Source: an optimization exercise on an open RTL-to-GDS flow (aim: small area and a short achievable clock period). Production flows keep margins and buffers that such runs may drop.
RTL that was checked went through simulation tests only; none was proved equivalent to the original.
Power is estimated from default activity; no workload was simulated.

==> wip/yarrow: inputs <==
==> flow/design.v (excerpt) <==
module Booth (
    input  CLK, RST,
    input  [31:0] x, y,
    output [63:0] p
);
    wire [32:0] yy = {y, 1'b0};
    wire [15:0] one_d, two_d;
    genvar j;
    generate
        for (j = 0; j < 16; j = j + 1) begin : enc
            assign one_d[j] = yy[2*j+1] ^ yy[2*j];
            assign two_d[j] = (yy[2*j+2] & ~yy[2*j+1] & ~yy[2*j]) | (~yy[2*j+2] & yy[2*j+1] & yy[2*j]);
        end
    endgenerate
    reg [31:0] xr;
    reg [15:0] one, two, neg;
    reg        rst_r;
    always @(posedge CLK) begin
        xr    <= x;
        one   <= one_d;
        two   <= two_d;
        neg   <= {y[31], y[29], y[27], y[25], y[23], y[21], y[19], y[17], y[15], y[13], y[11], y[9], y[7], y[5], y[3], y[1]};
        rst_r <= RST;
    end
    wire [33:0] xe = {xr[31], xr, 1'b0};
    wire pp0_0;
    BSEL u_b0_0 (.one(one[0]), .two(two[0]), .neg(neg[0]), .a(xe[1]), .b(xe[0]), .pp(pp0_0));
    wire pp0_1;
    BSEL u_b0_1 (.one(one[0]), .two(two[0]), .neg(neg[0]), .a(xe[2]), .b(xe[1]), .pp(pp0_1));
    wire pp0_2;
    BSEL u_b0_2 (.one(one[0]), .two(two[0]), .neg(neg[0]), .a(xe[3]), .b(xe[2]), .pp(pp0_2));
    wire pp0_3;
    BSEL u_b0_3 (.one(one[0]), .two(two[0]), .neg(neg[0]), .a(xe[4]), .b(xe[3]), .pp(pp0_3));
    wire pp0_4;
    BSEL u_b0_4 (.one(one[0]), .two(two[0]), .neg(neg[0]), .a(xe[5]), .b(xe[4]), .pp(pp0_4));
    wire pp0_5;
    BSEL u_b0_5 (.one(one[0]), .two(two[0]), .neg(neg[0]), .a(xe[6]), .b(xe[5]), .pp(pp0_5));
    wire pp0_6;
  ...
Settings: LEC_CHECK=0, CAP_MARGIN=20, CORE_MARGIN=2, CORE_UTILIZATION=40, SETUP_SLACK_MARGIN=3.3, SLEW_MARGIN=20, SYNTH_HIERARCHICAL=1, SYNTH_MINIMUM_KEEP_SIZE=0; clock period 7.5 ns.
standard.sh (not shown) runs the stock make flow with config.mk's settings and CLKGATE_MAP_FILE= SYNTH_SCRIPT=/design/flow/synth_recipe.tcl, a recipe that flattens the netlist after the stock synthesis.
==> flow/flow/run.sh <==
#!/bin/bash
# Own layout flow: the standard flow, plus one step after floorplan that
# sets every combinational cell to the smallest drive strength of its family
# (Yosys/ABC map with a fixed load and tends to pick oversized gates). The
# later resizer steps (repair_design, repair_timing) size up what needs it.
set -euo pipefail
here=$(pwd)
export POST_FLOORPLAN_TCL="$here/flow/downsize.tcl"
bash standard.sh > "$here/standard.log" 2>&1
==> flow/flow/downsize.tcl <==
# Swap each combinational standard cell for the smallest-drive cell of the same
# function (same footprint family); leave flops, adders, buffers and ties alone.
set n 0
foreach inst [get_cells *] {
  set master [get_property $inst ref_name]
  if {![regexp {^sky130_fd_sc_hd__([a-z0-9]+)_([0-9]+)$} $master -> base size]} { continue }
  if {[regexp {^(df|sdf|edf|dl|fa|ha|conb|tap|fill|decap|buf|clkbuf|clkdly|dlygate|dlymetal|inv|clkinv|diode|lpflow|probe)} $base]} { continue }
  set best ""
  set bestsize 1000
  foreach lc [get_lib_cells sky130_fd_sc_hd__${base}_*] {
    set nm [get_name $lc]
    if {![regexp "^sky130_fd_sc_hd__${base}_(\[0-9\]+)\$" $nm -> s]} { continue }
    if {[get_property $lc dont_use]} { continue }
    if {$s < $bestsize} { set bestsize $s; set best $nm }
  }
  if {$best ne "" && $best ne $master} {
    replace_cell $inst $best
    incr n
  }
}
puts "downsize: replaced $n cells"
==> wip/nickel: changes against wip/yarrow <==
==> flow/run.sh (new file) <==
#!/bin/bash
# synth_recipe.tcl (not shown) runs the flow's synth.tcl, then flattens the netlist and writes it again
# the make line also repeats each setting of config.mk as NAME=value (left out here)
make -C /OpenROAD-flow-scripts/flow DESIGN_CONFIG=/design/flow/config.mk WORK_HOME=/design/flow/orfs CLKGATE_MAP_FILE= SYNTH_SCRIPT=/design/flow/synth_recipe.tcl finish
removed: flow/flow/run.sh
removed: flow/flow/downsize.tcl
removed: flow/standard.sh
==> qor summary <==
Sequential logic power: wip/nickel 1.98 mW; wip/yarrow 2.02 mW
Status: wip/nickel no timing/DRC/antenna violations; wip/yarrow no timing/DRC/antenna violations
Period utilization: wip/nickel 0.677; wip/yarrow 0.687
Wire length of the first global-routing pass: wip/nickel 168 mm; wip/yarrow 155 mm
Met3 capacity usage during global routing: wip/nickel 0.0794; wip/yarrow 0.110
Destination of the worst register-to-register timing path: wip/nickel fb_in[28]$_DFF_P_; wip/yarrow fb_in[32]$_DFF_P_
NumNets Final: wip/nickel 3479; wip/yarrow 3407
Leakage: wip/nickel 13.5 nW; wip/yarrow 12.7 nW
Power attributed to combinational cells: wip/nickel 13.8 mW; wip/yarrow 13.2 mW
Slowest stage cell, crit path: wip/nickel sky130_fd_sc_hd__or3_4; wip/yarrow sky130_fd_sc_hd__dfxtp_2
Uppermost routed layer: wip/nickel met4; wip/yarrow met5
Number of fill cells: wip/nickel 5929; wip/yarrow 6321
Met2 routing resource usage after global routing: wip/nickel 0.485; wip/yarrow 0.438
Routed wirelength normalized by instance count: wip/nickel 30.5 um; wip/yarrow 28.6 um
Total length of routed met2 wires: wip/nickel 52.2 mm; wip/yarrow 48.0 mm
No functional check of the RTL was part of any run of this note.


==> inputs of violet <==
Another version of the RTL of Booth (not shown whole).
clock: 7.5 ns
lec_check: 0
cap_margin: 20
core_margin: 2
core_utilization: 40
setup_slack_margin: 3.5
slew_margin: 20
synth_hierarchical: 1
synth_minimum_keep_size: 0
==> flow/flow/run.sh <==
#!/bin/bash
# Own layout flow: the standard flow, plus one step after floorplan that
# sets every combinational cell to the smallest drive strength of its family
# (Yosys/ABC map with a fixed load and tends to pick oversized gates). The
# later resizer steps (repair_design, repair_timing) size up what needs it.
set -euo pipefail
here=$(pwd)
export POST_FLOORPLAN_TCL="$here/flow/downsize.tcl"
# buffer the ports with a plain buffer (the default pick is a slow delay cell)
export BUFFER_PORTS_ARGS="-buffer_cell sky130_fd_sc_hd__buf_1"
bash standard.sh > "$here/standard.log" 2>&1
==> flow/flow/downsize.tcl <==
# Swap each combinational standard cell for the smallest-drive cell of the same
# function (same footprint family); leave flops, adders, buffers and ties alone.
set n 0
foreach inst [get_cells *] {
  set master [get_property $inst ref_name]
  if {![regexp {^sky130_fd_sc_hd__([a-z0-9]+)_([0-9]+)$} $master -> base size]} { continue }
  if {[regexp {^(df|sdf|edf|dl|fa|ha|conb|tap|fill|decap|buf|clkbuf|clkdly|dlygate|dlymetal|inv|clkinv|diode|lpflow|probe)} $base]} { continue }
  set best ""
  set bestsize 1000
  foreach lc [get_lib_cells sky130_fd_sc_hd__${base}_*] {
    set nm [get_name $lc]
    if {![regexp "^sky130_fd_sc_hd__${base}_(\[0-9\]+)\$" $nm -> s]} { continue }
    if {[get_property $lc dont_use]} { continue }
    if {$s < $bestsize} { set bestsize $s; set best $nm }
  }
  if {$best ne "" && $best ne $master} {
    replace_cell $inst $best
    incr n
  }
}
puts "downsize: replaced $n cells"
==> cedar (differences from violet) <==
Settings changed: CTS_BUF_LIST from default to sky130_fd_sc_hd__clkbuf_8, SETUP_SLACK_MARGIN 3.5 to 3.25.
==> maple (differences from violet) <==
--- a/flow/design.v
+++ b/flow/design.v
@@ -1929,19 +1929,19 @@
     wire hc61;
     wire iv20;
     wire hs62;
     wire hc62;
     HA u_ha0 (.a(neg[0]), .b(pp0_0), .s(hs0), .co(hc0));
     HA u_ha1 (.a(pp0_1), .b(hc0), .s(hs1), .co(hc1));
     HA u_ha2 (.a(pp0_2), .b(hc1), .s(hs2), .co(hc2));
     FA u_fa0 (.a(neg[1]), .b(pp0_3), .c(pp1_0), .s(fs0), .co(fc0));
-    HA u_ha3 (.a(fs0), .b(hc2), .s(hs3), .co(hc3));
+    HA u_ha3 (.a(hc2), .b(fs0), .s(hs3), .co(hc3));
     FA u_fa1 (.a(pp0_4), .b(pp1_1), .c(fc0), .s(fs1), .co(fc1));
-    HA u_ha4 (.a(fs1), .b(hc3), .s(hs4), .co(hc4));
+    HA u_ha4 (.a(hc3), .b(fs1), .s(hs4), .co(hc4));
     FA u_fa2 (.a(pp0_5), .b(pp1_2), .c(fc1), .s(fs2), .co(fc2));
     HA u_ha5 (.a(hc4), .b(fs2), .s(hs5), .co(hc5));
     FA u_fa3 (.a(neg[2]), .b(pp0_6), .c(pp1_3), .s(fs3), .co(fc3));
     FA u_fa4 (.a(pp2_0), .b(fs3), .c(fc2), .s(fs4), .co(fc4));
     HA u_ha6 (.a(hc5), .b(fs4), .s(hs6), .co(hc6));
     FA u_fa5 (.a(pp0_7), .b(pp1_4), .c(pp2_1), .s(fs5), .co(fc5));
     FA u_fa6 (.a(fc3), .b(fs5), .c(fc4), .s(fs6), .co(fc6));
     HA u_ha7 (.a(hc6), .b(fs6), .s(hs7), .co(hc7));
@@ -1962,22 +1962,22 @@
     HA u_ha11 (.a(fc14), .b(fs17), .s(hs11), .co(hc11));
     FA u_fa18 (.a(pp0_13), .b(pp1_10), .c(pp2_7), .s(fs18), .co(fc18));
     FA u_fa19 (.a(pp3_4), .b(pp4_1), .c(fc15), .s(fs19), .co(fc19));
     FA u_fa20 (.a(fc16), .b(fs18), .c(fc17), .s(fs20), .co(fc20));
     HA u_ha12 (.a(fs19), .b(hc11), .s(hs12), .co(hc12));
     FA u_fa21 (.a(pp0_14), .b(pp1_11), .c(pp2_8), .s(fs21), .co(fc21));
     FA u_fa22 (.a(pp3_5), .b(pp4_2), .c(fc18), .s(fs22), .co(fc22));
     FA u_fa23 (.a(fs21), .b(fc19), .c(fs22), .s(fs23), .co(fc23));
-    HA u_ha13 (.a(fc20), .b(fs23), .s(hs13), .co(hc13));
+    HA u_ha13 (.a(fc20), .b(hc12), .s(hs13), .co(hc13));
     FA u_fa24 (.a(neg[5]), .b(pp0_15), .c(pp1_12), .s(fs24), .co(fc24));
     FA u_fa25 (.a(pp2_9), .b(pp3_6), .c(pp4_3), .s(fs25), .co(fc25));
     FA u_fa26 (.a(pp5_0), .b(fc21), .c(fs24), .s(fs26), .co(fc26));
     FA u_fa27 (.a(fs25), .b(fc22), .c(fs26), .s(fs27), .co(fc27));
-    HA u_ha14 (.a(fc23), .b(fs27), .s(hs14), .co(hc14));
+    HA u_ha14 (.a(fc23), .b(hc13), .s(hs14), .co(hc14));
     FA u_fa28 (.a(pp0_16), .b(pp1_13), .c(pp2_10), .s(fs28), .co(fc28));
     FA u_fa29 (.a(pp3_7), .b(pp4_4), .c(pp5_1), .s(fs29), .co(fc29));
     FA u_fa30 (.a(fc24), .b(fc25), .c(fs28), .s(fs30), .co(fc30));
     FA u_fa31 (.a(fs29), .b(fc26), .c(fs30), .s(fs31), .co(fc31));
     HA u_ha15 (.a(fc27), .b(fs31), .s(hs15), .co(hc15));
     FA u_fa32 (.a(pp0_17), .b(pp1_14), .c(pp2_11), .s(fs32), .co(fc32));
     FA u_fa33 (.a(pp3_8), .b(pp4_5), .c(pp5_2), .s(fs33), .co(fc33));
     FA u_fa34 (.a(fc28), .b(fc29), .c(fs32), .s(fs34), .co(fc34));
@@ -2057,17 +2057,17 @@
     HA u_ha26 (.a(fc89), .b(fs97), .s(hs26), .co(hc26));
     FA u_fa98 (.a(pp0_28), .b(pp1_25), .c(pp2_22), .s(fs98), .co(fc98));
     FA u_fa99 (.a(pp3_19), .b(pp4_16), .c(pp5_13), .s(fs99), .co(fc99));
     FA u_fa100 (.a(pp6_10), .b(pp7_7), .c(pp8_4), .s(fs100), .co(fc100));
     FA u_fa101 (.a(pp9_1), .b(fc90), .c(fc91), .s(fs101), .co(fc101));
     FA u_fa102 (.a(fc92), .b(fs98), .c(fs99), .s(fs102), .co(fc102));
     FA u_fa103 (.a(fs100), .b(fc93), .c(fc94), .s(fs103), .co(fc103));
     FA u_fa104 (.a(fs101), .b(fs102), .c(fc95), .s(fs104), .co(fc104));
-    FA u_fa105 (.a(fs103), .b(fc96), .c(fs104), .s(fs105), .co(fc105));
+    FA u_fa105 (.a(fc96), .b(fs103), .c(fs104), .s(fs105), .co(fc105));
     HA u_ha27 (.a(fc97), .b(hc26), .s(hs27), .co(hc27));
     FA u_fa106 (.a(pp0_29), .b(pp1_26), .c(pp2_23), .s(fs106), .co(fc106));
     FA u_fa107 (.a(pp3_20), .b(pp4_17), .c(pp5_14), .s(fs107), .co(fc107));
     FA u_fa108 (.a(pp6_11), .b(pp7_8), .c(pp8_5), .s(fs108), .co(fc108));
     FA u_fa109 (.a(pp9_2), .b(fc98), .c(fc99), .s(fs109), .co(fc109));
     FA u_fa110 (.a(fc100), .b(fs106), .c(fs107), .s(fs110), .co(fc110));
     FA u_fa111 (.a(fs108), .b(fc101), .c(fc102), .s(fs111), .co(fc111));
     FA u_fa112 (.a(fs109), .b(fs110), .c(fc103), .s(fs112), .co(fc112));
@@ -2158,18 +2158,18 @@
     HA u_ha36 (.a(fc176), .b(fs185), .s(hs36), .co(hc36));
     assign iv3 = ~pp2_32;
     FA u_fa186 (.a(pp3_29), .b(pp4_26), .c(pp5_23), .s(fs186), .co(fc186));
     FA u_fa187 (.a(pp6_20), .b(pp7_17), .c(pp8_14), .s(fs187), .co(fc187));
     FA u_fa188 (.a(pp9_11), .b(pp10_8), .c(iv3), .s(fs188), .co(fc188));
     FA u_fa189 (.a(fc177), .b(fc178), .c(fc179), .s(fs189), .co(fc189));
     FA u_fa190 (.a(fs186), .b(fs187), .c(fs188), .s(fs190), .co(fc190));
     FA u_fa191 (.a(fc180), .b(fc181), .c(fs189), .s(fs191), .co(fc191));
-    FA u_fa192 (.a(fs190), .b(fc182), .c(fs191), .s(fs192), .co(fc192));
-    FA u_fa193 (.a(fc183), .b(fc184), .c(fs192), .s(fs193), .co(fc193));
+    FA u_fa192 (.a(fs190), .b(fc182), .c(fc183), .s(fs192), .co(fc192));
+    FA u_fa193 (.a(fs191), .b(fc184), .c(fs192), .s(fs193), .co(fc193));
     HA u_ha37 (.a(fc185), .b(fs193), .s(hs37), .co(hc37));
     assign iv4 = ~pp2_33;
     FA u_fa194 (.a(pp3_30), .b(pp4_27), .c(pp5_24), .s(fs194), .co(fc194));
     FA u_fa195 (.a(pp6_21), .b(pp7_18), .c(pp8_15), .s(fs195), .co(fc195));
     FA u_fa196 (.a(pp9_12), .b(pp10_9), .c(pp2_32), .s(fs196), .co(fc196));
     FA u_fa197 (.a(iv4), .b(fc186), .c(fc187), .s(fs197), .co(fc197));
     FA u_fa198 (.a(fc188), .b(fs194), .c(fs195), .s(fs198), .co(fc198));
     FA u_fa199 (.a(fs196), .b(fc189), .c(fc190), .s(fs199), .co(fc199));
@@ -2212,17 +2212,17 @@
     FA u_fa230 (.a(fc221), .b(fs229), .c(fc222), .s(fs230), .co(fc230));
     HA u_ha42 (.a(fc223), .b(fs230), .s(hs42), .co(hc42));
     assign iv7 = ~pp4_32;
     FA u_fa231 (.a(pp5_29), .b(pp6_26), .c(pp7_23), .s(fs231), .co(fc231));
     FA u_fa232 (.a(pp8_20), .b(pp9_17), .c(pp10_14), .s(fs232), .co(fc232));
     FA u_fa233 (.a(iv7), .b(fc224), .c(fc225), .s(fs233), .co(fc233));
     FA u_fa234 (.a(fc226), .b(fs231), .c(fs232), .s(fs234), .co(fc234));
     FA u_fa235 (.a(fc227), .b(fc228), .c(fs233), .s(fs235), .co(fc235));
-    FA u_fa236 (.a(fs234), .b(fs235), .c(fc229), .s(fs236), .co(fc236));
+    FA u_fa236 (.a(fs234), .b(fc229), .c(fs235), .s(fs236), .co(fc236));
     HA u_ha43 (.a(fs236), .b(fc230), .s(hs43), .co(hc43));
     assign iv8 = ~pp4_33;
     FA u_fa237 (.a(pp5_30), .b(pp6_27), .c(pp7_24), .s(fs237), .co(fc237));
     FA u_fa238 (.a(pp8_21), .b(pp9_18), .c(pp10_15), .s(fs238), .co(fc238));
     FA u_fa239 (.a(pp4_32), .b(iv8), .c(fc231), .s(fs239), .co(fc239));
     FA u_fa240 (.a(fc232), .b(fs237), .c(fs238), .s(fs240), .co(fc240));
     FA u_fa241 (.a(fc233), .b(fc234), .c(fs239), .s(fs241), .co(fc241));
     FA u_fa242 (.a(fs240), .b(fc235), .c(fs241), .s(fs242), .co(fc242));
@@ -2270,17 +2270,17 @@
     FA u_fa273 (.a(pp9_25), .b(pp10_22), .c(pp6_33), .s(fs273), .co(fc273));
     FA u_fa274 (.a(fc268), .b(fc269), .c(fs272), .s(fs274), .co(fc274));
     FA u_fa275 (.a(fs273), .b(fc270), .c(fs274), .s(fs275), .co(fc275));
     HA u_ha51 (.a(fs275), .b(fc271), .s(hs51), .co(hc51));
     assign iv13 = ~pp7_32;
     FA u_fa276 (.a(pp8_29), .b(pp9_26), .c(pp10_23), .s(fs276), .co(fc276));
     FA u_fa277 (.a(iv13), .b(fc272), .c(fc273), .s(fs277), .co(fc277));
     FA u_fa278 (.a(fs276), .b(fc274), .c(fs277), .s(fs278), .co(fc278));
-    HA u_ha52 (.a(fs278), .b(fc275), .s(hs52), .co(hc52));
+    HA u_ha52 (.a(fc275), .b(fs278), .s(hs52), .co(hc52));
     assign iv14 = ~pp7_33;
     FA u_fa279 (.a(pp8_30), .b(pp9_27), .c(pp10_24), .s(fs279), .co(fc279));
     FA u_fa280 (.a(pp7_32), .b(iv14), .c(fc276), .s(fs280), .co(fc280));
     FA u_fa281 (.a(fs279), .b(fc277), .c(fs280), .s(fs281), .co(fc281));
     HA u_ha53 (.a(fc278), .b(fs281), .s(hs53), .co(hc53));
     FA u_fa282 (.a(pp7_34), .b(pp8_31), .c(pp9_28), .s(fs282), .co(fc282));
     FA u_fa283 (.a(pp10_25), .b(pp7_33), .c(fc279), .s(fs283), .co(fc283));
     FA u_fa284 (.a(fs282), .b(fc280), .c(fs283), .s(fs284), .co(fc284));
@@ -2328,18 +2328,18 @@
     assign g_d[7] = 1'b0;
     assign p_d[7] = hs7;
     GPLEAF u_gp8 (.a(hc7), .b(fs8), .rst(RST), .g(g_d[8]), .p(p_d[8]));
     GPLEAF u_gp9 (.a(fc8), .b(hs8), .rst(RST), .g(g_d[9]), .p(p_d[9]));
     GPLEAF u_gp10 (.a(hc8), .b(hs9), .rst(RST), .g(g_d[10]), .p(p_d[10]));
     GPLEAF u_gp11 (.a(hc9), .b(hs10), .rst(RST), .g(g_d[11]), .p(p_d[11]));
     GPLEAF u_gp12 (.a(hc10), .b(hs11), .rst(RST), .g(g_d[12]), .p(p_d[12]));
     GPLEAF u_gp13 (.a(fs20), .b(hs12), .rst(RST), .g(g_d[13]), .p(p_d[13]));
-    GPLEAF u_gp14 (.a(hc12), .b(hs13), .rst(RST), .g(g_d[14]), .p(p_d[14]));
-    GPLEAF u_gp15 (.a(hc13), .b(hs14), .rst(RST), .g(g_d[15]), .p(p_d[15]));
+    GPLEAF u_gp14 (.a(fs23), .b(hs13), .rst(RST), .g(g_d[14]), .p(p_d[14]));
+    GPLEAF u_gp15 (.a(fs27), .b(hs14), .rst(RST), .g(g_d[15]), .p(p_d[15]));
     GPLEAF u_gp16 (.a(hc14), .b(hs15), .rst(RST), .g(g_d[16]), .p(p_d[16]));
     GPLEAF u_gp17 (.a(hc15), .b(hs16), .rst(RST), .g(g_d[17]), .p(p_d[17]));
     GPLEAF u_gp18 (.a(hc16), .b(hs17), .rst(RST), .g(g_d[18]), .p(p_d[18]));
     GPLEAF u_gp19 (.a(fs45), .b(hs18), .rst(RST), .g(g_d[19]), .p(p_d[19]));
     GPLEAF u_gp20 (.a(hc18), .b(hs19), .rst(RST), .g(g_d[20]), .p(p_d[20]));
     GPLEAF u_gp21 (.a(hc19), .b(hs20), .rst(RST), .g(g_d[21]), .p(p_d[21]));
     GPLEAF u_gp22 (.a(hc20), .b(hs21), .rst(RST), .g(g_d[22]), .p(p_d[22]));
     GPLEAF u_gp23 (.a(hc21), .b(hs22), .rst(RST), .g(g_d[23]), .p(p_d[23]));
Settings changed: SETUP_SLACK_MARGIN 3.5 to 3.25.
==> impl_metrics.ini <==
[run_status]
outcome = complete, no violations

[critical_path]
cp_slowest_cell = dfxtp_1
reg2reg_depth = 10
startpoint = x3r[14]

[power_and_ir_drop]
pg_seq_mw = 2.64

[place]
routabilityCongestion = 0.9603

[routing]
met2WireLength_um = 46940

[finish]
seq_area_um2 = 5080
syn_to_final_growth_pct = -0.6079
drive_gt1_share_pct = 9.889
fin_nets = 3578

[timing]
fin_worst_skew_ns = 0.05337

[clocking]
cts-root-buf = clkbuf_8
[end of results for cedar]
==> impl_metrics.ini <==
[critical_path]
reg2reg_depth = 11
startpoint = s1[0]
cp_slowest_cell = fa_2

[run_status]
outcome = complete, no violations

[routing]
met2WireLength_um = 51920

[finish]
syn_to_final_growth_pct = 8.470
fin_nets = 3704
seq_area_um2 = 5154

[power_and_ir_drop]
pg_seq_mw = 2.64

[timing]
fin_worst_skew_ns = 0.02113
[end of results for violet]
==> impl_metrics.ini <==
[run_status]
outcome = complete, no violations

[finish]
fin_nets = 3551
syn_to_final_growth_pct = -1.532
drive_gt1_share_pct = 9.576

[critical_path]
reg2reg_depth = 11
startpoint = pr[38]
cp_slowest_cell = o21ai_0

[power_and_ir_drop]
pg_seq_mw = 2.66

[place]
routabilityCongestion = 0.9448

[clocking]
cts-root-buf = clkbuf_16
[end of results for maple]

what the ideal ports hide:
In the flow no input, the clock included, has a driving cell. The finished layouts below were timed again as built, in two steps. Step 1, drivers: a clkbuf_16 drives CLK and a buf_2 each remaining input, both assumed. Step 2 adds t to the input delays and takes it off the output delays; t is the mean of the earliest and latest rising clock arrival at the registers after step 1. Input paths then give back, and output paths get back, about the clock's delay inside the block. Three values: ideal, step 1, step 2; two values: the first two.
| run | t, ns | slack for setup (ns) | slew at the worst register clock pin (ns) | cell pins on the clock port's net |
|---|---|---|---|---|
| wip/yarrow | 0.573 | 2.351 / 2.290 / 2.862 | 0.08 / 0.08 | 1 |
| wip/nickel | 0.577 | 2.424 / 2.362 / 2.939 | 0.09 / 0.09 | 1 |
| violet | 0.611 | 3.441 / 3.441 / 3.308 | 0.07 / 0.07 | 1 |
| cedar | 0.625 | 3.239 / 3.239 / 3.239 | 0.07 / 0.07 | 1 |
| maple | 0.623 | 3.283 / 3.220 / 3.299 | 0.07 / 0.07 | 1 |
After both steps setup and hold are still met in every run listed. For violet, which loses most, drivers alone change the setup slack by 0.000 ns; drivers and shift together by -0.133 ns.
